Background: an optimization exercise with open tools, aiming at small area and a short achievable clock period. Do not read the settings as production practice.
In this exercise RTL edits were held to simulation tests only and were not proved equivalent to the original.
No activity file was given, so power comes from the tool's default toggle rates.

==> build 71 <==
Design cpu1, start of the top module:
module cpu1 (
    input wire clk,
    input wire reset,
    output wire [7:0] mem_addr,
    output wire mem_we,
    output wire [31:0] mem_wdata,
    input wire [31:0] mem_rdata
);
export LEC_CHECK = 0
export CAP_MARGIN = 20
export CORE_MARGIN = 2
export CORE_UTILIZATION = 55
export CTS_CLUSTER_DIAMETER = 60
export CTS_CLUSTER_SIZE = 30
export PLACE_DENSITY = 0.7
export SLEW_MARGIN = 20
create_clock -name core_clock -period 20.0 [get_ports {clk}]
standard.sh (not shown) runs the stock make flow with config.mk's settings and CLKGATE_MAP_FILE= SYNTH_SCRIPT=/design/flow/synth_recipe.tcl, a recipe that flattens the netlist after the stock synthesis.
==> flow/flow/run.sh <==
#!/bin/bash
# The standard layout (the standard.sh, the standard synthesis unchanged),
# with two changes to how the layout is made: timing repair aims at 15 ns of
# setup slack (a 5 ns cycle; the constraint stays the design's own), and the
# port buffers are buf_2 cells. The whole make output goes to standard.log;
# ORFS keeps each step's own log under orfs/logs.
set -euo pipefail
bash standard.sh SETUP_SLACK_MARGIN=15 "BUFFER_PORTS_ARGS=-buffer_cell sky130_fd_sc_hd__buf_2" finish > standard.log 2>&1
==> inputs of build 72, as changes to build 71 <==
- CORE_UTILIZATION: 55 -> 60
- CTS_CLUSTER_SIZE: 30 -> 25
- PLACE_DENSITY: 0.7 -> 0.72
==> inputs of trial 16, as changes to build 71 <==
--- a/flow/design.v
+++ b/flow/design.v
@@ -356,24 +356,17 @@
         for (r = 0; r < 33; r = r + 1) begin : RF
             reg [31:0] ring;
             always @(posedge clk)
                 ring <= {(clr || (wen && wsel == r)) ? wchunk : ring[7:0], ring[31:8]};
             assign head[r] = ring[7:0];
         end
     endgenerate
-    wire [31:0] irn = ct[IR_LD] ? mem_rdata : IR;
-    wire swap_n = (irn[31:26] == 6'h00) && (irn[5:2] == 4'b0001) && (irn[1] == irn[0]);
-    wire rte_n = (irn[31:26] == 6'h00) && (irn[5:0] == 6'h13);
-    wire a_ld_n = p_f & (p_c[5:2] == 4'd1);
-    reg  sel_rs, sel_epc;
-    always @(posedge clk) begin
-        sel_rs <= a_ld_n ^ swap_n;
-        sel_epc <= rte_n;
-    end
-    wire [5:0] rsel = sel_rs ? {1'b0, rs} : (sel_epc ? 6'd32 : {1'b0, rt});
+    wire swap = (op == 6'h00) && (funct == 6'h04 || funct == 6'h07);
+    wire rte = (op == 6'h00) && (funct == 6'h13);
+    wire [5:0] rsel = (ct[A_LD] ^ swap) ? {1'b0, rs} : (rte ? 6'd32 : {1'b0, rt});
     wire [7:0] rchunk = head[rsel];
     always @(posedge clk) begin
         if (reset) clr <= 1'b1;
         else if (fetch && cnt == 6'd3) clr <= 1'b0;
     end
     always @(posedge clk) begin
         if (ct[A_RD])
- CTS_CLUSTER_DIAMETER: 60 -> unset
- CTS_CLUSTER_SIZE: 30 -> unset
==> summary of the runs <==
Trial 16 produced a clean layout. Build 71 produced a clean layout. Build 72 completed with no timing, DRC or antenna violations. Of trial 16 and build 71, trial 16 has the higher synthesized area (gap 2.3%, measured against build 71). Between build 71 and trial 16, the lower synthesized cell count is in build 71 (gap about 0.27%, measured against trial 16). Of build 71 and trial 16, trial 16 has the higher clock-buffer cell count (gap 101). Sequential share of layout area, lowest first: trial 16, build 71, build 72. Maximum frequency, lowest first: trial 16, build 71, build 72. Total power: build 71 is smaller than trial 16 (about 10%).
==> figures <==
| metric | build 72 | trial 16 | build 71 |
|---|---|---|---|
| HP Start | RF[21].ring[16] | RF[22].ring[13] | RF[6].ring[19] |
| Critical path launch point | wd_r[23] | addr_r[7] | wd_r[17] |
| TAP cells | 1,040 | 1,155 | 1,144 |
| Hold Crit Endpoint | RF[21].ring[8] | RF[22].ring[5] | RF[6].ring[11] |
| Dpl ws | 13.47 ns | 13.96 ns | 13.37 ns |
| Data arrival, critical path | 1.15 ns | 1.20 ns | 1.16 ns |
| Synth Area in Compound Gates | 0.148 | 0.137 | 0.148 |
| Filler cell count | 6,098 | 6,879 | 6,825 |
| Run status | complete, no violations | complete, no violations | complete, no violations |
| Post-place instance area | 48,500 um^2 | 49,800 um^2 | 48,700 um^2 |
| Detailed-routed wire length on met2 | 69.5 mm | 77.9 mm | 69.3 mm |
| Final cell count without fillers | 5,544 | 5,829 | 5,686 |
| Clock network share of area | 0.0524 | 0.0809 | 0.0555 |

re-timing with driven ports:
The results above use ideal ports. As a check the final layouts listed here were re-extracted and re-timed, cells and wires unchanged.
Step 1: set_driving_cell puts a clkbuf_16 on clk and a buf_2 on each other input, an assumption about the parent block.
Step 2 adds t to the input delays and takes it off the output delays; t is the mean of the earliest and latest rising clock arrival at the registers after step 1. Input paths then give back, and output paths get back, about the clock's delay inside the block.
Slacks: ideal ports / drivers / drivers and shift; pairs: ideal ports / drivers.
run | shift t [ns] | setup WS [ns] | worst setup path after step 2 | latest minus earliest clock arrival (ns)
build 71 | 0.749 | 14.843 / 14.780 / 14.529 | input to register | 0.060 / 0.060
build 72 | 0.732 | 14.853 / 14.787 / 14.460 | input to register | 0.067 / 0.067
trial 16 | 0.802 | 14.800 / 14.730 / 14.749 | input to register | 0.027 / 0.027
After both steps every run listed still meets setup and hold. The setup slack of build 72, which loses most, moves by -0.066 ns with the drivers and by -0.393 ns with both steps.
